Source: an optimization exercise on an open RTL-to-GDS flow (aim: a short achievable clock period and few clock cycles). Production flows keep margins and buffers that such runs may drop.
In this exercise RTL edits were held to simulation tests only and were not proved equivalent to the original.
Power and IR drop assume default switching activity.

==> flow/design.v <==
module ALU(
    input  [31:0] a,
    input  [31:0] b,
    input         cin,
    output [31:0] s
);
    wire [191:0] G, P;
    wire [31:0] p0 = a ^ b;
    assign G[31:0] = {a[31:1] & b[31:1], (a[0] & b[0]) | (p0[0] & cin)};
    assign P[31:0] = p0;
    genvar l, i;
    generate
        for (l = 1; l <= 5; l = l + 1) begin : lvl
            for (i = 0; i < 32; i = i + 1) begin : col
                if (i >= (1 << (l - 1))) begin : merge
                    assign G[32*l+i] = G[32*(l-1)+i] | (P[32*(l-1)+i] & G[32*(l-1)+i-(1<<(l-1))]);
                    assign P[32*l+i] = P[32*(l-1)+i] & P[32*(l-1)+i-(1<<(l-1))];
                end else begin : pass
                    assign G[32*l+i] = G[32*(l-1)+i];
                    assign P[32*l+i] = P[32*(l-1)+i];
                end
            end
        end
    endgenerate
    assign s = p0 ^ {G[32*5 +: 31], cin};
endmodule
module Registers_file (
		input clk,
		input rst,
		input [4:0] src1,
		input [4:0] src2,
		input [31:0] src1_oh,
		input [31:0] src2_oh,
		input [4:0] dest,
		input [31:0] Write_Val,
		input Write_EN,           
		output [31:0] reg1,
		output [31:0] reg2
);
	reg [31:0] regs [1:31];
	integer i;
	always @(posedge clk, posedge rst) begin
		if (rst) begin
			for (i = 1; i < 32; i = i + 1)
				regs[i] <= i;
		end else if (Write_EN)
			regs[dest] <= Write_Val;
	end
	reg [31:0] r1, r2;
	integer k;
	always @(*) begin
		r1 = 32'd0;
		r2 = 32'd0;
		for (k = 1; k < 32; k = k + 1) begin
			r1 = r1 | ({32{src1_oh[k]}} & regs[k]);
			r2 = r2 | ({32{src2_oh[k]}} & regs[k]);
		end
	end
	assign reg1 = (Write_EN && dest == src1) ? Write_Val : r1;
	assign reg2 = (Write_EN && dest == src2) ? Write_Val : r2;
endmodule
module mips_cpu(
	input clk,
	input rst,
	output [31:0] imem_addr,
	input  [31:0] imem_data,
	output [17:0] sram_addr,
	output [15:0] sram_dq_out,
	input  [15:0] sram_dq_in,
	output sram_we_n
);
	localparam QD = 4;           
	localparam QB = 3;           
	localparam [5:0] OP_ADD = 6'b000001, OP_SUB = 6'b000011, OP_AND = 6'b000101,
		OP_OR = 6'b000110, OP_NOR = 6'b000111, OP_XOR = 6'b001000, OP_SLA = 6'b001001,
		OP_SLL = 6'b001010, OP_SRA = 6'b001011, OP_SRL = 6'b001100, OP_ADDI = 6'b100000,
		OP_SUBI = 6'b100001, OP_LD = 6'b100100, OP_ST = 6'b100101, OP_BEZ = 6'b101000,
		OP_BNE = 6'b101001, OP_JMP = 6'b101010;
	reg  [31:0] pc;              
	reg  [31:0] pcn;             
	reg  [5:0]  d_op;            
	reg  [25:0] d_fld;           
	wire [31:0] d_ins = {d_op, d_fld};
	reg  [31:0] d_pc4;
	reg  [31:0] d_pc8;           
	reg         d_pred;          
	reg  [31:0] d_rs_oh, d_rt_oh;    
	reg         e_wen, e_load, e_store, e_bez, e_bne, e_jmp, e_brnz, e_pred;
	reg  [4:0]  e_dst;
	reg         e_sub, e_add, e_and, e_or, e_nor, e_xor, e_sll, e_srl, e_sra;
	reg  [31:0] e_a, e_b, e_rt;
	reg  [31:0] e_alt, e_alt4;
	reg  [3:0]  e_fa, e_fb, e_ft;    
	reg         m1_wen, m1_load;
	reg  [4:0]  m1_dst;
	reg  [31:0] m1_res;
	reg         m2_wen, m2_load, m2_usedq;
	reg  [4:0]  m2_dst;
	reg  [31:0] m2_res;
	reg         w_wen;
	reg  [4:0]  w_dst;
	reg  [31:0] w_val;
	reg  [7:0]  q_w [0:QD-1];
	reg  [31:0] q_d [0:QD-1];
	reg  [QB-1:0] q_cnt;
	reg         q_ph;            
	reg  [8:0]  s_addr;
	reg  [15:0] s_dq;
	reg         s_we;            
	assign imem_addr   = pc;
	assign sram_addr   = {9'd0, s_addr};
	assign sram_dq_out = s_dq;
	assign sram_we_n   = ~s_we;
	wire [5:0]  op  = d_ins[31:26];
	wire [4:0]  rs  = d_ins[25:21];
	wire [4:0]  rt  = d_ins[20:16];
	wire [4:0]  rd  = d_ins[15:11];
	wire [31:0] imm = {{16{d_ins[15]}}, d_ins[15:0]};
	wire        imm_nz = |d_ins[15:0];
	wire i_add  = op == OP_ADD,  i_sub  = op == OP_SUB,  i_and = op == OP_AND;
	wire i_or   = op == OP_OR,   i_nor  = op == OP_NOR,  i_xor = op == OP_XOR;
	wire i_sll  = op == OP_SLA || op == OP_SLL;
	wire i_sra  = op == OP_SRA,  i_srl  = op == OP_SRL;
	wire i_addi = op == OP_ADDI, i_subi = op == OP_SUBI;
	wire i_ld   = op == OP_LD,   i_st   = op == OP_ST;
	wire i_bez  = op == OP_BEZ,  i_bne  = op == OP_BNE,  i_jmp = op == OP_JMP;
	wire i_rtype = i_add | i_sub | i_and | i_or | i_nor | i_xor | i_sll | i_sra | i_srl;
	wire i_itype = i_addi | i_subi | i_ld;
	wire use_rs  = i_rtype | i_itype | i_st | i_bez | i_bne;
	wire use_rt  = i_rtype | i_st | i_bne;
	wire [4:0] dst = i_rtype ? rd : rt;
	wire wen = (i_rtype | i_itype) && dst != 5'd0;
	wire [31:0] rf_a, rf_b;
	Registers_file rf(.clk(clk), .rst(rst), .src1(rs), .src2(rt),
		.src1_oh(d_rs_oh), .src2_oh(d_rt_oh), .dest(w_dst),
		.Write_Val(w_val), .Write_EN(w_wen), .reg1(rf_a), .reg2(rf_b));
	wire rs_e  = e_wen  && e_dst  == rs;
	wire rs_m1 = m1_wen && m1_dst == rs;
	wire rs_m2 = m2_wen && m2_dst == rs;
	wire rt_e  = e_wen  && e_dst  == rt;
	wire rt_m1 = m1_wen && m1_dst == rt;
	wire rt_m2 = m2_wen && m2_dst == rt;
	wire [3:0] fa = rs_e ? 4'b0001 : rs_m1 ? 4'b0010 : rs_m2 ? 4'b0100 : 4'b1000;
	wire [3:0] ft = rt_e ? 4'b0001 : rt_m1 ? 4'b0010 : rt_m2 ? 4'b0100 : 4'b1000;
	wire ld_haz = (use_rs && ((rs_e && e_load) || (rs_m1 && m1_load))) ||
	              (use_rt && ((rt_e && e_load) || (rt_m1 && m1_load)));
	wire ld_ld  = i_ld && e_load;
	wire q_full = ({1'b0, q_cnt} + {{QB{1'b0}}, e_store}) >= QD;
	wire id_stall = ld_haz || ld_ld || (i_st && q_full);
	wire [31:0] fwd_a = ({32{e_fa[0]}} & m1_res) | ({32{e_fa[1]}} & m2_res) |
	                    ({32{e_fa[2]}} & w_val)  | ({32{e_fa[3]}} & e_a);
	wire [31:0] fwd_b = ({32{e_fb[0]}} & m1_res) | ({32{e_fb[1]}} & m2_res) |
	                    ({32{e_fb[2]}} & w_val)  | ({32{e_fb[3]}} & e_b);
	wire [31:0] fwd_t = ({32{e_ft[0]}} & m1_res) | ({32{e_ft[1]}} & m2_res) |
	                    ({32{e_ft[2]}} & w_val)  | ({32{e_ft[3]}} & e_rt);
	wire [31:0] sum;
	ALU adder(.a(fwd_a), .b(e_sub ? ~fwd_b : fwd_b), .cin(e_sub), .s(sum));
	wire        big = (e_fb[0] & (|m1_res[31:5])) | (e_fb[1] & (|m2_res[31:5])) |
	                  (e_fb[2] & (|w_val[31:5]))  | (e_fb[3] & (|e_b[31:5]));
	wire [4:0]  sh  = fwd_b[4:0];
	wire [31:0] r_sll = big ? 32'd0 : (fwd_a << sh);
	wire [31:0] r_srl = big ? 32'd0 : (fwd_a >> sh);
	wire signed [31:0] sra_v = $signed(fwd_a) >>> sh;
	wire [31:0] r_sra = big ? {32{fwd_a[31]}} : sra_v;
	wire [31:0] alu = ({32{e_add}} & sum) |
	                  ({32{e_and}} & (fwd_a & fwd_b)) |
	                  ({32{e_or }} & (fwd_a | fwd_b)) |
	                  ({32{e_nor}} & ~(fwd_a | fwd_b)) |
	                  ({32{e_xor}} & (fwd_a ^ fwd_b)) |
	                  ({32{e_sll}} & r_sll) |
	                  ({32{e_srl}} & r_srl) |
	                  ({32{e_sra}} & r_sra);
	wire taken = e_jmp | (e_bez & (fwd_a == 32'd0)) | (e_bne & (fwd_a != fwd_t));
	wire mispredict = e_brnz & (taken != e_pred);
	wire [5:0]  f_op    = imem_data[31:26];
	wire        f_short = (imem_data[15:8] == 8'h00) || (imem_data[15:8] == 8'hFF);
	wire        f_br    = f_op == OP_JMP || f_op == OP_BNE || (f_op == OP_BEZ && imem_data[15]);
	wire [10:0] f_off   = {imem_data[8:0], 2'b00};    
	wire [31:0] f_pc8   = pcn + 32'd4;
	wire [31:0] f_tgt, f_tgt4;
	wire [11:0] f_lo    = {1'b0, pcn[10:0]}   + {1'b0, f_off};
	wire [11:0] f_lo4   = {1'b0, f_pc8[10:0]} + {1'b0, f_off};
	wire        f_pred  = f_br && f_short;
	assign f_tgt  = {pcn[31:11], f_lo[10:0]};
	assign f_tgt4 = {pcn[31:11], f_lo4[10:0]};
	wire [31:0] imm4 = {imm[29:0], 2'b00};
	wire [31:0] d_tgt, d_tgt4;
	ALU tgt_adder(.a(d_pc4), .b(imm4), .cin(1'b0), .s(d_tgt));
	ALU tgt4_adder(.a(d_pc8), .b(imm4), .cin(1'b0), .s(d_tgt4));
	wire pred = (i_jmp | i_bne | (i_bez & d_ins[15])) & imm_nz;
	wire [10:0] d_off  = {d_ins[8:0], 2'b00};
	wire [11:0] d_lo   = {1'b0, d_pc4[10:0]} + {1'b0, d_off};
	wire [11:0] d_lo4  = {1'b0, d_pc8[10:0]} + {1'b0, d_off};
	wire        d_same = (d_lo[11] == d_off[10]) && (d_lo4[11] == d_off[10]) &&
	                     (d_pc8[31:11] == d_pc4[31:11]);
	wire id_redirect = pred & ~(d_pred & d_same) & ~id_stall;
	reg        qhit;
	reg [31:0] qdat;
	integer k;
	always @(*) begin
		qhit = 1'b0;
		qdat = 32'd0;
		for (k = 0; k < QD; k = k + 1)
			if (k < q_cnt && q_w[k] == m1_res[9:2]) begin
				qhit = 1'b1;
				qdat = q_d[k];
			end
	end
	wire q_push = e_store;
	wire q_wr   = !m1_load && !e_load && q_cnt != 0;
	wire q_pop  = q_wr && q_ph;
	integer j;
	always @(posedge clk) begin
		if (m1_load)
			s_addr <= {m1_res[9:2], 1'b0};
		else if (e_load)
			s_addr <= {sum[9:2], 1'b1};
		else
			s_addr <= {q_w[0], q_ph};
		s_dq <= q_ph ? q_d[0][31:16] : q_d[0][15:0];
	end
	always @(posedge clk or posedge rst) begin
		if (rst) begin
			s_we <= 1'b0;
			q_cnt  <= {QB{1'b0}};
			q_ph   <= 1'b0;
		end else begin
			s_we <= q_wr;
			if (q_wr) q_ph <= ~q_ph;
			q_cnt <= q_cnt + {{QB-1{1'b0}}, q_push} - {{QB-1{1'b0}}, q_pop};
		end
	end
	always @(posedge clk) begin
		for (j = 0; j < QD; j = j + 1) begin
			if (q_push && j == q_cnt - {{QB-1{1'b0}}, q_pop}) begin
				q_w[j] <= sum[9:2];
				q_d[j] <= fwd_t;
			end else if (q_pop) begin
				if (j < QD - 1) begin
					q_w[j] <= q_w[j+1];
					q_d[j] <= q_d[j+1];
				end
			end
		end
	end
	always @(posedge clk or posedge rst) begin
		if (rst) begin
			pc <= 32'd0;
			pcn <= 32'd4;
			d_op <= 6'd0;
			d_pred <= 1'b0;
			{e_wen, e_load, e_store, e_bez, e_bne, e_jmp, e_brnz, e_pred} <= 8'd0;
			{m1_wen, m1_load} <= 2'b0;
			{m2_wen, m2_load, m2_usedq} <= 3'b0;
			w_wen <= 1'b0;
		end else begin
			if (mispredict) begin
				pc  <= e_alt;
				pcn <= e_alt4;
			end else if (id_redirect) begin
				pc  <= d_tgt;
				pcn <= d_tgt4;
			end else if (!id_stall) begin
				pc  <= {pcn[31:11],   f_pred ? f_tgt[10:0]  : pcn[10:0]};
				pcn <= {f_pc8[31:11], f_pred ? f_tgt4[10:0] : f_pc8[10:0]};
			end
			if (mispredict || id_redirect) begin
				d_op <= 6'd0;
				d_pred <= 1'b0;
			end else if (!id_stall) begin
				d_op <= imem_data[31:26];
				d_pred <= f_pred;
			end
			if (mispredict || id_stall)
				{e_wen, e_load, e_store, e_bez, e_bne, e_jmp, e_brnz, e_pred} <= 8'd0;
			else begin
				e_wen <= wen;
				e_load <= i_ld;
				e_store <= i_st;
				e_bez <= i_bez;
				e_bne <= i_bne;
				e_jmp <= i_jmp;
				e_brnz <= (i_bez | i_bne | i_jmp) & imm_nz;
				e_pred <= pred;
			end
			m1_wen <= e_wen;
			m1_load <= e_load;
			m2_wen <= m1_wen;
			m2_load <= m1_load;
			m2_usedq <= m1_load & ~qhit;
			w_wen <= m2_wen;
		end
	end
	always @(posedge clk) begin
		if (!id_stall) begin
			d_fld <= imem_data[25:0];
			d_rs_oh <= 32'd1 << imem_data[25:21];
			d_rt_oh <= 32'd1 << imem_data[20:16];
			d_pc4 <= pcn;
			d_pc8 <= f_pc8;
		end
		e_dst <= dst;
		e_sub <= i_sub | i_subi;
		e_add <= i_add | i_sub | i_addi | i_subi | i_ld | i_st;
		e_and <= i_and;
		e_or  <= i_or;
		e_nor <= i_nor;
		e_xor <= i_xor;
		e_sll <= i_sll;
		e_srl <= i_srl;
		e_sra <= i_sra;
		e_a   <= rf_a;
		e_b   <= (i_itype | i_st) ? imm : rf_b;
		e_rt  <= rf_b;
		e_fa  <= fa;
		e_fb  <= (i_itype | i_st) ? 4'b1000 : ft;
		e_ft  <= ft;
		e_alt  <= pred ? d_pc4 : d_tgt;
		e_alt4 <= pred ? d_pc8 : d_tgt4;
		m1_dst <= e_dst;
		m1_res <= alu;
		m2_dst <= m1_dst;
		m2_res <= m1_load ? (qhit ? qdat : {sram_dq_in, 16'd0}) : m1_res;
		w_dst <= m2_dst;
		w_val <= {m2_res[31:16], m2_usedq ? sram_dq_in : m2_res[15:0]};
	end
endmodule
==> flow/flow/run.sh <==
#!/bin/bash
# Standard ORFS layout, with two changes to how it is made:
# - timing repair aims at a margin below the clock period, so that the achieved period
#   (clock period less setup slack) is as short as the logic allows;
# - every input and output port still gets its buffer, but a buf_8 rather than the
#   slow delay cell buffer_ports picks by default.
# The make output goes to orfs_finish.log; ORFS keeps each step's log under orfs/logs/.
set -euo pipefail
bash standard.sh SETUP_SLACK_MARGIN=10.8 "BUFFER_PORTS_ARGS=-buffer_cell sky130_fd_sc_hd__buf_8" finish > orfs_finish.log 2>&1
==> flow/standard.sh <==
#!/bin/bash
# synth_recipe.tcl (not shown) runs the flow's synth.tcl, then flattens the netlist and writes it again
# the make line also repeats each setting of config.mk as NAME=value (left out here)
make -C /OpenROAD-flow-scripts/flow DESIGN_CONFIG=/design/flow/config.mk WORK_HOME=/design/flow/orfs CLKGATE_MAP_FILE= SYNTH_SCRIPT=/design/flow/synth_recipe.tcl "${@:-finish}"
==> flow/config.mk <==
export PLATFORM = sky130hd
export DESIGN_NAME = mips_cpu
export DESIGN_NICKNAME = mips_cpu
export VERILOG_FILES = /design/flow/design.v
export SDC_FILE = /design/flow/constraint.sdc
export NUM_CORES = 4
export LEC_CHECK = 0
export ABC_CLOCK_PERIOD_IN_PS = 4000
export CAP_MARGIN = 20
export CORE_MARGIN = 2
export CORE_UTILIZATION = 40
export PLACE_DENSITY = 0.6
export SLEW_MARGIN = 20
==> flow/constraint.sdc <==
create_clock -name core_clock -period 15.0 [get_ports {clk}]
set_input_delay 3.0000 -clock core_clock [delete_from_list [all_inputs] [get_ports {clk}]]
set_output_delay 3.0000 -clock core_clock [all_outputs]
set_load 0.01 [all_outputs]
==> impl_metrics.py, run 1 <==
metrics = {
    "sta": {
        "fin_crit_ps": 4563,
        "hold_violations": 0,
        "rsz0062_at_grt": "true",
        "worstMarginPinSlew_ps": 1374,
        "drv_slew": 0,
        "max_slew_margin": 0.07717,
        "tns_ps": 0,
        "clock.fmax_mhz": 219.2,
        "setup_viol": 0,
        "fin_ws_ps": 10440,
        "fin_crit_sh": 0.3042,
        "clock_skew_ps": 28.34,
    },
    "cells_and_area": {
        "n_fill_cell": 20213,
        "seqCellArea_sq_um": 42970,
        "finalNetCount": 8420,
        "drive_above_1_share": 0.2633,
        "multi_input_area_sq_um": 44050,
        "final_util": 0.4637,
        "area_delta_synth_final_pct": 15.13,
        "top_register": "rf.regs",
        "reg_top3": "rf.regs (992), q_d (128)",
        "largest_reg_flops": 992,
        "stdcell_count": 11342,
    },
    "synth": {
        "seq_area_frac_synth": 0.4788,
        "synth_edf_count": 310,
        "yosysTopAreaCell": "dfrtp_1",
        "synth_most_common_cell": "mux2_2",
        "syn-cell-area_sq_um": 89530,
        "avgSynthCellArea_sq_um": 10.85,
        "synth_common_cells": "mux2_2, dfrtp_1, clkbuf_1, nand2_1, a22oi_1",
        "async_flop_share": 0.6318,
        "ys_warn_count": 5,
        "ys_top_cells_by_area": "dfrtp_1, mux2_2, edfxtp_1",
        "ys.flop_type": "dfrtp_1",
        "synth_top_area_frac": 0.2795,
        "synthDistinctLibCells": 97,
        "ys_ff_latch": 1711,
        "syn_inst": 8252,
    },
    "power_and_ir_drop": {
        "peakVddDrop_uv": 100.2,
        "clockPowerShare": 0.347,
        "p_int_uw": 9789,
        "sw_frac_of_total": 0.3221,
        "seq_power_share": 0.418,
        "power_density_nw_per_um2": 140.1,
        "power.leakage_uw": 0.04546,
        "pwr-share-comb": 0.235,
        "p_sw_uw": 4652,
    },
    "route": {
        "vias": 78641,
        "drcViolationCount": 0,
        "wirelength_um": 409600,
        "wl_per_cell_um": 36.11,
        "drt.antenna.violating_nets": 0,
        "first_pass_iters": 11,
        "viasPerCell": 6.934,
        "drtIter0Drc": 15249,
    },
    "worst_setup_path": {
        "worst-path-max-fanout": 3,
        "crit_path_top_delay_cell": "fa_2",
        "critical_path_class": "in -> reg",
        "cp_num_buf_inv": 1,
        "required_ps": 15740,
        "cpPeakStageDelay_ps": 370,
        "path_cells": "buf_8 > ha_4 > fa_2 > a21o_1 > a21oi_2 > o21ai_2 > nor4_2 > nor3_2 > mux2_2 > xnor2_1 > mux2i_1 > o21ai_1 > mux2_4",
        "r2r_setup_slack_ps": 10840,
        "critPathArrivalTime_ps": 5300,
        "r2r-end": "m1_res[30]",
        "crit-reg2reg-launch": "e_fb[2]",
        "r2r_cells": 17,
        "crit_family": "multiplexers",
        "cp-end-kind": "flip-flop",
        "crit_path_start_kind": "input port",
    },
    "floorplanning": {
        "die_x_um": 477.1,
        "start_util": 0.4027,
        "io_pins": 117,
        "core_sq_um": 222300,
        "fp-row-count": 173,
        "dieArea_sq_um": 227600,
        "die_y_um": 477.1,
    },
    "clock_network": {
        "cts_tree": "done",
        "clock_sinks": 1711,
        "hold_buffers": 0,
        "htree_levels": 4,
        "clkTransAtPathRegs_ps": 60,
        "clock-root-buffer": "clkbuf_16",
        "cts_made_buffers": 189,
        "clock_latency_ps": 870,
        "clockBufferDepth": 3,
    },
    "global_routing": {
        "busiest_layer": "met2",
        "grt_max_degree": 172,
        "grt_use_total": 0.3444,
        "overflow": 0,
        "gr-usage-met3": 0.1360,
        "first_global_vias": 74275,
        "antenna_found_initial": 21,
        "grt_util_met2": 0.4749,
        "grt_pass1_wl_um": 568000,
        "gr-usage-met1": 0.4560,
    },
    "placement": {
        "dp_cells": 10872,
        "place_hpwl_um": 241000,
        "gp_congestion": 0.9673,
        "port_buffers": 107,
        "place_ws_ps": 8649,
    },
    "run": {
        "drv_cap": 0,
    },
    "hold_path": {
        "hp-start": "d_pc4[0]",
        "hold_depth": 0,
        "min_path_type": "reg -> reg",
        "min_to": "e_alt4[0]",
    },
    "status": {
        "run_status": "complete, no violations",
    },
}
## power groups by stage
stage          Clock (uW)  Sequential [uW]  Combinational [uW]
3_3_place_gp            0             6070                3100
4_1_cts              5030             6010                3250
3_5_place_dp            0             6080                3140
5_1_grt              5220             6090                3630
6_report             5010             6030                3400
2_1_floorplan           0             5870                2020
## area by class of cell
type / count / area share
repair buffers: 454 / 0.04869
diodes: 13 / 0.0003156
well taps: 2975 / 0.03611
flip-flops and latches: 1711 / 0.4168
multi-input cells: 5663 / 0.4273
clock inverters: 89 / 0.01100
clock buffers: 269 / 0.05330
inverters: 168 / 0.006409
## stage by stage
step                area (sq um)  hold WS [ps]  total power (uW)
floorplan                  89620         347.8              7892
global placement           94360         356.1              9167
detailed placement         94370         360.5              9223
CTS                       101900         373.9             14290
global route              103000         397.4             14940
finish                    103100         370.3             14440
## how the worst max path moves through the flow
stage                     cells after the start  slack [ps]         start               to
after floorplan                               1       -2850           rst          d_op[0]
after global placement                        5        8780           rst   rf.regs[9][19]
after detailed placement                      5        8650           rst  rf.regs[16][19]
after CTS                                    13       10430  imem_data[0]          pcn[10]
after global routing                         14       10380  imem_data[0]           pc[10]
final                                        13       10440  imem_data[0]          pcn[10]
## per-layer routing
layer,part of all wire,wire length [um],vias up
met5,0.0014,568,-
met1,0.38,156300,39029
li1,-,-,31180
met4,0.073,30070,24
met3,0.15,60430,1772
met2,0.40,162200,6636
## cell usage in the layout (no fill, tap or decap), types with 24 or more instances in the layout
cell type	Yosys	layout
clkbuf_1	559	37
nand2b_1	36	33
nand4_1	168	168
ha_1	177	173
a222oi_1	66	66
a31oi_1	46	44
a211oi_1	55	53
nor4_1	63	56
a221oi_1	314	314
a22o_1	333	330
dfstp_2	81	81
dfxtp_2	0	33
clkbuf_16	0	206
nor2_1	460	446
nand3_1	136	130
or2_2	26	25
mux2i_1	186	186
o211ai_1	47	47
dfxtp_1	320	277
xnor2_1	123	121
a21oi_1	296	289
a21o_1	43	42
dfrtp_1	1000	984
edfxtp_1	310	310
clkinv_2	0	39
buf_4	11	280
clkbuf_8	0	41
inv_1	163	155
o21a_1	29	29
o21ai_0	232	221
and3_1	27	26
nor3_1	133	122
a22oi_1	528	522
mux2_2	1109	1105
nand2_1	556	534
buf_8	0	116
and2_1	29	29
a211o_1	25	24
xor2_1	122	122
## worst register-to-register path, delay by kind of cell (launching register included)
kind                     cells  cell delay, ps
XOR/XNOR                     1             190
buffers and inverters        3             500
AND/OR/NAND/NOR              3             470
adder cells (fa/ha/maj)      1             420
flip-flops                   1             370
AO/OA/AOI/OAI                9            2080
## cell families (layout without fill, tap and decap cells)
logic type | count (synthesis) | after routing | synth area share
compound gates | 2182 | 2182 | 0.1805
simple gates | 1737 | 1739 | 0.09076
flops | 1711 | 1711 | 0.4788
mux | 1305 | 1305 | 0.1617
buf+inv | 888 | 980 | 0.03819
xor+xnor | 245 | 245 | 0.02397
fa+ha+maj | 183 | 183 | 0.02608
other cells | 1 | 22 | 0.00004189
## repair_timing
item	in CTS	in global routing
pin swaps	28	37
setup buffers	23	56
cloned	6	12
gates resized for setup	154	105
setup endpoints to repair	944	586
Testbench counts, summed over its fixed seeds: cycles 26,150.
==> inputs of run 2 (changes only) <==
==> flow/flow/run.sh (replaced) <==
#!/bin/bash
# Standard ORFS layout, with three changes to how it is made:
# - timing repair aims at a margin below the clock period, so that the achieved period
#   (clock period less setup slack) is as short as the logic allows;
# - repair may resize a cell to any drive strength, not only to one of the same footprint;
# - every input and output port still gets its buffer, but a buf_8 rather than the
#   slow delay cell buffer_ports picks by default.
# The make output goes to orfs_finish.log; ORFS keeps each step's log under orfs/logs/.
set -euo pipefail
bash standard.sh SETUP_SLACK_MARGIN=10.8 MATCH_CELL_FOOTPRINT=0 "BUFFER_PORTS_ARGS=-buffer_cell sky130_fd_sc_hd__buf_8" finish > orfs_finish.log 2>&1
==> run 2 against run 1 <==
Critical path type unchanged. Utilization fell by 0.19 points. Final cell count hardly changed. Sequential share of layout area grew 0.17 points. Via count grew 1.0%. Still clean on timing, DRC and antenna. Flip-flop and latch count did not move. Clock-buffer cell count rose by 20. Sequential power about the same. Non-clock buffer count shrank 11. Clock power shrank 5.0%.
==> impl_metrics.py, run 2 <==
metrics = {
    "status": {
        "run_status": "complete, no violations",
    },
    "synth": {
        "yosysTopAreaCell": "dfrtp_1",
        "syn_inst": 8252,
        "synth_edf_count": 310,
        "synth_most_common_cell": "mux2_2",
        "async_flop_share": 0.6318,
        "syn-cell-area_sq_um": 89530,
        "ys_warn_count": 5,
        "ys_ff_latch": 1711,
        "seq_area_frac_synth": 0.4788,
        "ys.flop_type": "dfrtp_1",
        "synth_top_area_frac": 0.2795,
        "avgSynthCellArea_sq_um": 10.85,
        "synthDistinctLibCells": 97,
        "ys_top_cells_by_area": "dfrtp_1, mux2_2, edfxtp_1",
        "synth_common_cells": "mux2_2, dfrtp_1, clkbuf_1, nand2_1, a22oi_1",
    },
    "floorplanning": {
        "die_x_um": 477.1,
        "core_sq_um": 222300,
        "die_y_um": 477.1,
        "fp-row-count": 173,
        "start_util": 0.4027,
        "io_pins": 117,
        "dieArea_sq_um": 227600,
    },
    "global_routing": {
        "antenna_found_initial": 25,
        "grt_max_degree": 149,
        "grt_pass1_wl_um": 565500,
        "busiest_layer": "met2",
        "grt_use_total": 0.3420,
        "overflow": 0,
        "gr-usage-met3": 0.1432,
        "gr-usage-met1": 0.4477,
        "grt_util_met2": 0.4672,
        "first_global_vias": 75093,
    },
    "run": {
        "drv_cap": 0,
    },
    "route": {
        "wirelength_um": 408300,
        "wl_per_cell_um": 36.01,
        "drtIter0Drc": 15949,
        "first_pass_iters": 14,
        "drcViolationCount": 0,
        "viasPerCell": 7.005,
        "vias": 79426,
        "drt.antenna.violating_nets": 0,
    },
    "worst_setup_path": {
        "crit_path_top_delay_cell": "fa_2",
        "worst-path-max-fanout": 2,
        "critical_path_class": "in -> reg",
        "path_cells": "buf_8 > ha_4 > fa_2 > a21o_1 > a21oi_2 > o21ai_2 > nor4_2 > nor3_1 > mux2_2 > xnor2_1 > mux2i_1 > o21ai_1 > mux2_4",
        "cpPeakStageDelay_ps": 370,
        "r2r_cells": 12,
        "crit-reg2reg-launch": "e_b[8]",
        "cp_num_buf_inv": 1,
        "crit_family": "multiplexers",
        "cp-end-kind": "flip-flop",
        "required_ps": 15750,
        "r2r-end": "m1_res[24]",
        "crit_path_start_kind": "input port",
        "critPathArrivalTime_ps": 5260,
        "r2r_setup_slack_ps": 10620,
    },
    "power_and_ir_drop": {
        "power_density_nw_per_um2": 138.0,
        "p_sw_uw": 4619,
        "pwr-share-comb": 0.238,
        "peakVddDrop_uv": 119.8,
        "seq_power_share": 0.425,
        "power.leakage_uw": 0.04515,
        "sw_frac_of_total": 0.3261,
        "clockPowerShare": 0.336,
        "p_int_uw": 9546,
    },
    "clock_network": {
        "clkTransAtPathRegs_ps": 60,
        "clockBufferDepth": 3,
        "clock-root-buffer": "clkbuf_16",
        "clock_latency_ps": 870,
        "cts_made_buffers": 188,
        "htree_levels": 4,
        "clock_sinks": 1711,
        "cts_tree": "done",
        "hold_buffers": 0,
    },
    "sta": {
        "tns_ps": 0,
        "worstMarginPinSlew_ps": 1249,
        "rsz0062_at_grt": "true",
        "fin_ws_ps": 10490,
        "hold_violations": 0,
        "fin_crit_ps": 4512,
        "setup_viol": 0,
        "clock.fmax_mhz": 221.6,
        "hold_ws_ps": 376.2,
        "fin_crit_sh": 0.3008,
        "clock_skew_ps": 66.04,
        "max_slew_margin": 0.1584,
        "drv_slew": 0,
    },
    "cells_and_area": {
        "layout_common_cells": "mux2_2, dfrtp_1, nand2_1",
        "fin_area_sq_um": 102600,
        "finalNetCount": 8411,
        "area_delta_synth_final_pct": 14.65,
        "reg_top3": "rf.regs (992), q_d (128)",
        "multi_input_area_sq_um": 44040,
        "top_register": "rf.regs",
        "drive_above_1_share": 0.2576,
        "largest_reg_flops": 992,
        "seqCellArea_sq_um": 42970,
        "final_common_cell": "mux2_2",
        "n_fill_cell": 20286,
    },
    "hold_path": {
        "min_to": "e_alt4[0]",
        "hold_depth": 0,
        "hp-start": "d_pc4[0]",
        "min_path_type": "reg -> reg",
    },
    "placement": {
        "placed_cell_area_sq_um": 94450,
        "port_buffers": 107,
        "place_ws_ps": 8678,
        "place_hpwl_um": 240600,
        "gp_congestion": 1.009,
    },
}
==> run 2: worst max path at each step <==
stage	from	end	slack (ps)	cells past startpoint
floorplan	rst	d_op[0]	-2850	1
global placement	rst	rf.regs[25][28]	8800	5
detailed placement	rst	rf.regs[10][28]	8680	5
CTS	imem_data[0]	pcn[10]	10390	13
global route	imem_data[0]	pcn[10]	10390	13
finish	imem_data[0]	pcn[10]	10490	13
==> run 2: metrics by stage <==
stage | utilization | total power (uW) | std cells
floorplan | - | 7892 | 8260
global placement | 0.4246 | 9155 | 10879
detailed placement | 0.4249 | 9215 | 10881
CTS | 0.4576 | 14020 | 11266
global route | 0.4614 | 14670 | 11312
finish | 0.4617 | 14160 | 11338
==> run 2: final cells by class <==
type	instances	area share
multi-input cells	5665	0.4290
well taps	2975	0.03626
repair buffers	443	0.04769
clock inverters	58	0.006985
inverters	168	0.006351
diodes	28	0.0006826
clock buffers	289	0.05435
flip-flops and latches	1711	0.4186
repair inverters	1	0.00004876
==> run 2: routing by layer <==
metal | up-vias | share of wire
li1 | 31145 | -
met1 | 39323 | 0.38
met2 | 7021 | 0.40
met3 | 1909 | 0.15
met4 | 28 | 0.073
met5 | - | 0.0013
==> run 2: cells by family (layout without fill, tap and decap cells) <==
kind of cell / after synthesis / in the layout / share of synthesized area
AO/OA/AOI/OAI: 2182 / 2183 / 0.1805
AND/OR/NAND/NOR: 1737 / 1740 / 0.09076
flip-flops: 1711 / 1711 / 0.4788
multiplexers: 1305 / 1305 / 0.1617
buffers and inverters: 888 / 959 / 0.03819
XOR/XNOR: 245 / 245 / 0.02397
adder cells (fa/ha/maj): 183 / 183 / 0.02608
other: 1 / 37 / 0.00004189
==> run 2: power by group through the flow <==
stage / clock network (uW) / logic, uW / registers (uW)
6_report: 4760 / 3380 / 6020
5_1_grt: 4970 / 3610 / 6080
4_1_cts: 4780 / 3230 / 6010
3_5_place_dp: 0 / 3130 / 6080
3_3_place_gp: 0 / 3090 / 6060
2_1_floorplan: 0 / 2020 / 5870
==> run 2: repair_timing <==
action / CTS / global route
pin swaps: 32 / 41
cloned: 9 / 11
setup endpoints to repair: 1032 / 650
setup buffers: 29 / 33
gates resized for setup: 177 / 88
hold endpoints to repair: 0 / 0
==> inputs of run 3 (changes only) <==
--- a/flow/design.v
+++ b/flow/design.v
@@ -24,6 +24,33 @@
     endgenerate
     assign s = p0 ^ {G[32*5 +: 31], cin};
 endmodule
+module PrefixAdder #(parameter W = 11, parameter L = 4) (
+    input  [W-1:0] a,
+    input  [W-1:0] b,
+    output [W-1:0] s,
+    output         co
+);
+    wire [W*(L+1)-1:0] G, P;
+    wire [W-1:0] p0 = a ^ b;
+    assign G[W-1:0] = a & b;
+    assign P[W-1:0] = p0;
+    genvar l, i;
+    generate
+        for (l = 1; l <= L; l = l + 1) begin : lvl
+            for (i = 0; i < W; i = i + 1) begin : col
+                if (i >= (1 << (l - 1))) begin : merge
+                    assign G[W*l+i] = G[W*(l-1)+i] | (P[W*(l-1)+i] & G[W*(l-1)+i-(1<<(l-1))]);
+                    assign P[W*l+i] = P[W*(l-1)+i] & P[W*(l-1)+i-(1<<(l-1))];
+                end else begin : pass
+                    assign G[W*l+i] = G[W*(l-1)+i];
+                    assign P[W*l+i] = P[W*(l-1)+i];
+                end
+            end
+        end
+    endgenerate
+    assign s  = p0 ^ {G[W*L +: W-1], 1'b0};
+    assign co = G[W*L + W-1];
+endmodule
 module Registers_file (
 		input clk,
 		input rst,
@@ -178,8 +205,9 @@
 	wire [10:0] f_off   = {imem_data[8:0], 2'b00};    
 	wire [31:0] f_pc8   = pcn + 32'd4;
 	wire [31:0] f_tgt, f_tgt4;
-	wire [11:0] f_lo    = {1'b0, pcn[10:0]}   + {1'b0, f_off};
-	wire [11:0] f_lo4   = {1'b0, f_pc8[10:0]} + {1'b0, f_off};
+	wire [11:0] f_lo, f_lo4;
+	PrefixAdder #(.W(11), .L(4)) f_lo_add(.a(pcn[10:0]), .b(f_off), .s(f_lo[10:0]), .co(f_lo[11]));
+	PrefixAdder #(.W(11), .L(4)) f_lo4_add(.a(f_pc8[10:0]), .b(f_off), .s(f_lo4[10:0]), .co(f_lo4[11]));
 	wire        f_pred  = f_br && f_short;
 	assign f_tgt  = {pcn[31:11], f_lo[10:0]};
 	assign f_tgt4 = {pcn[31:11], f_lo4[10:0]};
==> run 3 against run 2 <==
Setup slack worse by 130 ps. Sequential share of layout area about the same. Utilization fell by 0.46 points. Highest routed layer unchanged.
==> impl_metrics.py, run 3 <==
metrics = {
    "placement": {
        "placed_cell_area_sq_um": 94970,
        "place_hpwl_um": 249700,
        "port_buffers": 107,
        "gp_congestion": 1.015,
    },
    "sta": {
        "clock.fmax_mhz": 215.3,
        "worstMarginPinSlew_ps": 1344,
        "tns_ps": 0,
        "setup_viol": 0,
        "fin_crit_sh": 0.3097,
        "hold_violations": 0,
        "rsz0062_at_grt": "true",
        "fin_crit_ps": 4645,
        "drv_slew": 0,
        "max_slew_margin": 0.09722,
        "clock_skew_ps": 57.68,
    },
    "hold_path": {
        "hp-start": "m1_dst[2]",
        "min_path_type": "reg -> reg",
    },
    "synth": {
        "ys_warn_count": 5,
        "seq_area_frac_synth": 0.4754,
        "syn_inst": 8365,
        "synth_edf_count": 310,
        "synth_top_area_frac": 0.2775,
        "ys.flop_type": "dfrtp_1",
        "ys_top_cells_by_area": "dfrtp_1, mux2_2, edfxtp_1",
        "synth_most_common_cell": "mux2_2",
        "async_flop_share": 0.6318,
        "synth_common_cells": "mux2_2, dfrtp_1, clkbuf_1, nand2_1, a22oi_1",
        "avgSynthCellArea_sq_um": 10.78,
        "yosysTopAreaCell": "dfrtp_1",
        "syn-cell-area_sq_um": 90180,
        "ys_ff_latch": 1711,
        "synthDistinctLibCells": 91,
    },
    "clock_network": {
        "clock_latency_ps": 890,
        "clock-root-buffer": "clkbuf_16",
        "clock_sinks": 1711,
        "htree_levels": 4,
        "cts_tree": "done",
        "cts_made_buffers": 187,
        "clkTransAtPathRegs_ps": 60,
        "clockBufferDepth": 3,
    },
    "floorplanning": {
        "die_x_um": 478.8,
        "io_pins": 117,
        "core_sq_um": 224500,
        "dieArea_sq_um": 229300,
        "fp-row-count": 174,
        "die_y_um": 478.8,
        "start_util": 0.4018,
    },
    "power_and_ir_drop": {
        "peakVddDrop_uv": 107.1,
        "power_density_nw_per_um2": 140.1,
        "power.total_uw": 14370,
        "power.leakage_uw": 0.04482,
    },
    "global_routing": {
        "grt_max_degree": 170,
        "overflow": 0,
        "antenna_found_initial": 18,
        "grt_pass1_wl_um": 581800,
        "first_global_vias": 75286,
        "grt_use_total": 0.3522,
    },
    "cells_and_area": {
        "fin_area_sq_um": 102600,
        "largest_reg_flops": 992,
        "layout_common_cells": "mux2_2, dfrtp_1, nand2_1, a22oi_1, nor2_1",
        "top_register": "rf.regs",
        "reg_top3": "rf.regs (992), q_d (128)",
        "drive_above_1_share": 0.2505,
        "n_fill_cell": 20473,
        "area_delta_synth_final_pct": 13.79,
        "final_common_cell": "mux2_2",
        "final_util": 0.4572,
        "finalNetCount": 8451,
    },
    "route": {
        "drt.antenna.violating_nets": 0,
        "drtIter0Drc": 15410,
        "drcViolationCount": 0,
        "wl_per_cell_um": 36.71,
        "first_pass_iters": 12,
        "viasPerCell": 7.009,
        "wirelength_um": 418300,
        "vias": 79880,
    },
    "worst_setup_path": {
        "required_ps": 15730,
        "crit_path_start_kind": "input port",
        "crit_start": "imem_data[0]",
        "crit-reg2reg-launch": "e_ft[1]",
        "critical_path_class": "in -> reg",
        "r2r_setup_slack_ps": 10710,
        "critPathArrivalTime_ps": 5380,
        "worst-path-max-fanout": 2,
        "cp-end-kind": "flip-flop",
    },
    "run": {
        "drv_cap": 0,
    },
    "status": {
        "run_status": "complete, no violations",
    },
}
## run 3: changes by cell type after synthesis, moves of 21 or more
cell      previous run  this run
a211oi_1            55        82
a22oi_1            528       560
clkbuf_1           559       584
buf_1              124       103
a21oi_1            296       322
nand2_1            556       577
o21ai_0            232       269
o211ai_1            47        70
nor2_1             460       427
a221oi_1           314       292
## run 3: layout make-up
| class | instances | area, sq um | area share |
|---|---|---|---|
| diodes | 22 | 55.05 | 0.0005365 |
| clock buffers | 266 | 5527 | 0.05386 |
| clock inverters | 88 | 1081 | 0.01054 |
| inverters | 160 | 615.6 | 0.005999 |
| multi-input cells | 5768 | 44510 | 0.4338 |
| flip-flops and latches | 1711 | 42940 | 0.4185 |
| well taps | 2992 | 3744 | 0.03648 |
| repair buffers | 389 | 4133 | 0.04028 |
| repair inverters | 1 | 5.005 | 0.00004877 |
## run 3: path summary, 6_finish.rpt
path,end,cells past startpoint
setup / recovery,pcn[10],12
hold / removal,m2_dst[2],0
min in group asynchronous,rf.regs[27][11],2
setup reg to reg,pc[28],11
max in group asynchronous,rf.regs[25][0],5
hold reg to reg,m2_dst[2],0
## run 3: cell families (layout without fill, tap and decap cells)
family,count (synthesis),in the layout,share of synthesized area
buffers and inverters,897,904,0.03875
muxes,1301,1301,0.1598
DFF,1711,1711,0.4754
AOI/OAI and AO/OA,2276,2276,0.1851
xor gates and xnor gates,243,243,0.02360
adders and majority gates,183,183,0.02589
and+or+nand+nor,1753,1756,0.09142
other,1,31,0.00004159
## run 3: per-stage QoR
stage,std cells,hold slack [ps],worst slack [ps]
6_report,11397,377.6,10350
3_3_place_gp,10989,351.7,8921
2_1_floorplan,8373,342.4,-2845
5_1_grt,11377,379.7,10220
4_1_cts,11357,379.7,10330
3_5_place_dp,10990,372.3,8793
## run 3: routing by layer
metal,global-route usage,part of all wire,up-vias,wire length [um]
met4,0.1954,0.072,16,30100
met5,0.002278,0.00061,-,257
met3,0.1399,0.15,1851,60960
met2,0.4906,0.40,6790,167800
li1,-,-,31477,-
met1,0.4630,0.38,39746,159200
## run 3: what timing repair did
item,4_1_cts,5_1_grt
pin swaps,9,24
setup buffers,8,15
cloned,5,3
gates resized for setup,129,75
hold buffers,0,0
setup endpoints to repair,959,649
## run 3: power by group
| group | switching (uW) | internal (uW) |
|---|---|---|
| registers | 579 | 5450 |
| clock network | 2120 | 2830 |
| logic | 2040 | 1350 |
| total | 4740 | 9640 |
## run 3: worst max-delay path: stages
cell and delay (ps):
buf_8 100, ha_4 160, fa_2 400, a21o_1 190, a221o_1 330, o41ai_2 260
xnor2_1 160, nand2_1 120, xnor2_1 140, mux2i_1 160, o21ai_1 70, mux2_4 280
Testbench counts of run 3, summed over its fixed seeds: cycles 26,150.
==> inputs of run 4 (changes only) <==
==> flow/flow/run.sh (replaced) <==
#!/bin/bash
# Standard ORFS layout, with two changes to how it is made:
# - timing repair aims at a margin below the clock period, so that the achieved period
#   (clock period less setup slack) is as short as the logic allows;
# - every input and output port still gets its buffer, but a buf_8 rather than the
#   slow delay cell buffer_ports picks by default.
# The make output goes to orfs_finish.log; ORFS keeps each step's log under orfs/logs/.
set -euo pipefail
bash standard.sh SETUP_SLACK_MARGIN=10.8 "BUFFER_PORTS_ARGS=-buffer_cell sky130_fd_sc_hd__buf_8" finish > orfs_finish.log 2>&1
==> run 4 against run 3 <==
Via count shrank 0.49%. Routed wire length shrank 1.8%. Die area is the same. Critical endpoint unchanged. Total power shrank 1.5%. Worst hold slack lost 26 ps. Clock-buffer cell count grew 4. Critical path type unchanged. Non-clock buffer count grew 24.
==> impl_metrics.py, run 4 <==
metrics = {
    "route": {
        "vias": 79491,
        "drcViolationCount": 0,
        "drtIter0Drc": 14331,
        "first_pass_iters": 14,
        "wirelength_um": 411000,
        "wl_per_cell_um": 36.04,
        "drt.antenna.violating_nets": 0,
        "viasPerCell": 6.970,
    },
    "floorplanning": {
        "die_x_um": 478.8,
        "die_y_um": 478.8,
        "io_pins": 117,
        "fp-row-count": 174,
        "dieArea_sq_um": 229300,
        "core_sq_um": 224500,
        "start_util": 0.4018,
    },
    "synth": {
        "synth_top_area_frac": 0.2775,
        "avgSynthCellArea_sq_um": 10.78,
        "syn_inst": 8365,
        "synthDistinctLibCells": 91,
        "syn-cell-area_sq_um": 90180,
        "seq_area_frac_synth": 0.4754,
        "synth_most_common_cell": "mux2_2",
        "synth_common_cells": "mux2_2, dfrtp_1, clkbuf_1, nand2_1, a22oi_1",
        "async_flop_share": 0.6318,
        "ys_ff_latch": 1711,
        "ys_warn_count": 5,
        "yosysTopAreaCell": "dfrtp_1",
        "ys_top_cells_by_area": "dfrtp_1, mux2_2, edfxtp_1",
        "synth_edf_count": 310,
        "ys.flop_type": "dfrtp_1",
    },
    "clock_network": {
        "clkTransAtPathRegs_ps": 60,
        "clockBufferDepth": 3,
        "hold_buffers": 0,
        "clock_sinks": 1711,
        "clock-root-buffer": "clkbuf_16",
        "clock_latency_ps": 890,
        "htree_levels": 4,
        "cts_made_buffers": 185,
        "cts_tree": "done",
    },
    "sta": {
        "fin_crit_sh": 0.3095,
        "worstMarginPinSlew_ps": 1445,
        "clock_skew_ps": 79.34,
        "max_slew_margin": 0.02954,
        "setup_viol": 0,
        "fin_crit_ps": 4642,
        "fin_ws_ps": 10360,
        "clock.fmax_mhz": 215.4,
        "hold_ws_ps": 351.3,
        "rsz0062_at_grt": "true",
        "drv_slew": 0,
        "hold_violations": 0,
    },
    "worst_setup_path": {
        "path_cells": "buf_8 > ha_4 > fa_2 > a21o_1 > a221o_1 > o41ai_2 > xnor2_1 > nand2_1 > xnor2_1 > mux2i_1 > o21ai_1 > mux2_4",
        "worst-path-max-fanout": 2,
        "crit_top_cell": "xnor2_1",
        "crit_path_start_kind": "input port",
        "cpPeakStageDelay_ps": 360,
        "cp-end-kind": "flip-flop",
        "critical_path_class": "in -> reg",
        "critPathArrivalTime_ps": 5340,
        "required_ps": 15700,
        "crit_path_top_delay_cell": "fa_2",
    },
    "cells_and_area": {
        "n_fill_cell": 20592,
        "finalNetCount": 8474,
        "top_register": "rf.regs",
        "reg_top3": "rf.regs (992), q_d (128)",
        "largest_reg_flops": 992,
        "drive_above_1_share": 0.2518,
        "final_util": 0.4572,
        "final_common_cell": "mux2_2",
        "layout_common_cells": "mux2_2, dfrtp_1, nand2_1, a22oi_1, nor2_1",
        "area_delta_synth_final_pct": 13.79,
    },
    "global_routing": {
        "overflow": 0,
        "grt_use_total": 0.3437,
        "grt_pass1_wl_um": 569300,
        "antenna_found_initial": 19,
        "grt_max_degree": 167,
        "first_global_vias": 75135,
    },
    "power_and_ir_drop": {
        "power_density_nw_per_um2": 138.0,
        "power.total_uw": 14160,
        "peakVddDrop_uv": 130.8,
        "power.leakage_uw": 0.04487,
    },
    "placement": {
        "place_hpwl_um": 246100,
        "port_buffers": 107,
        "gp_congestion": 1.005,
        "place_ws_ps": 8672,
    },
    "status": {
        "run_status": "complete, no violations",
    },
    "hold_path": {
        "min_path_type": "reg -> reg",
    },
    "run": {
        "drv_cap": 0,
    },
}
==> run 4: per-stage QoR <==
| step | area, sq um | std cells | setup TNS [ps] |
|---|---|---|---|
| after global routing | 102600 | 11390 | 0 |
| after CTS | 101800 | 11343 | 0 |
| after detailed placement | 94920 | 10981 | 0 |
| after global placement | 94910 | 10981 | 0 |
| after floorplan | 90280 | 8373 | -2845090 |
| final | 102600 | 11404 | 0 |
==> run 4: path summary, 6_finish.rpt <==
path | startpoint | to | slack (ps) | cells past startpoint
setup / recovery | imem_data[0] | pcn[10] | 10360 | 12
hold / removal | m1_dst[4] | m2_dst[4] | 350 | 0
setup reg to reg | e_fa[0] | m1_res[31] | 10680 | 13
hold reg to reg | m1_dst[4] | m2_dst[4] | 350 | 0
max in group asynchronous | rst | rf.regs[16][19] | 11060 | 5
min in group asynchronous | rst | rf.regs[27][14] | 2200 | 2
==> run 4: layout make-up <==
type                       instances  area, sq um  share of cell area
timing repair buffer             413         4428             0.04315
antenna                           15        37.54           0.0003658
timing repair inverter             2        10.01          0.00009755
multi-input combinational       5768        44510              0.4337
clock buffer                     270         5389             0.05252
sequential                      1711        42960              0.4186
inverter                         160        614.3            0.005987
clock inverter                    73        927.1            0.009035
tap                             2992         3744             0.03648
==> run 4: power breakdown <==
part	switching, uW	internal [uW]
clock network	2080	2660
registers	577	5450
logic	2030	1360
total	4680	9480
==> run 4: what timing repair did <==
action	in CTS	in global routing
pin swaps	7	26
setup endpoints to repair	1115	736
setup buffers	13	35
gates resized for setup	117	86
gates cloned	6	9
==> run 4: critical path: cells and delay by family <==
kind | cells | cell delay (ps)
multiplexers | 2 | 420
AO/OA/AOI/OAI | 4 | 830
XOR/XNOR | 2 | 320
adder cells (fa/ha/maj) | 2 | 520
AND/OR/NAND/NOR | 1 | 130
buffers and inverters | 1 | 100
==> run 4: routing by layer <==
metal	vias to the layer above	track usage	part of all wire
li1	31525	-	-
met1	39605	0.4521	0.38
met2	6535	0.4771	0.40
met3	1816	0.1338	0.15
met4	10	0.1986	0.074
met5	-	0	0.00023
==> run 4: cell families after synthesis <==
logic type,share of synthesized area
flops,0.4754
compound gates,0.1851
fa+ha+maj,0.02589
simple gates,0.09142
buf+inv,0.03875
other cells,0.00004159
xor+xnor,0.02360
mux,0.1598

-- re-timing with driven ports --
The results above use ideal ports. As a check the final layouts listed here were re-extracted and re-timed, cells and wires unchanged.
Step 1 (the two cells are an assumption about what drives the block):
set clk [get_ports {clk}]
set_driving_cell -lib_cell sky130_fd_sc_hd__clkbuf_16 $clk
set_driving_cell -lib_cell sky130_fd_sc_hd__buf_2 [delete_from_list [all_inputs] $clk]
Step 2 also shifts input and output timing later by t, the mid clock arrival at the registers, as if the neighbouring blocks saw the same clock.
Three values: no drivers, after step 1, after step 2; two values: the first two.
run | t, ns | setup slack, ns | cell pins on the clock port's net
run 1 | 0.955 | 10.437 / 10.428 / 9.538 | 1
run 2 | 0.940 | 10.488 / 10.406 / 9.604 | 1
run 3 | 0.953 | 10.355 / 10.401 / 9.451 | 1
run 4 | 0.948 | 10.358 / 10.418 / 9.472 | 1
After both steps every run listed still meets setup and hold. For run 3, which loses most, drivers alone change the setup slack by +0.046 ns; drivers and shift together by -0.904 ns.
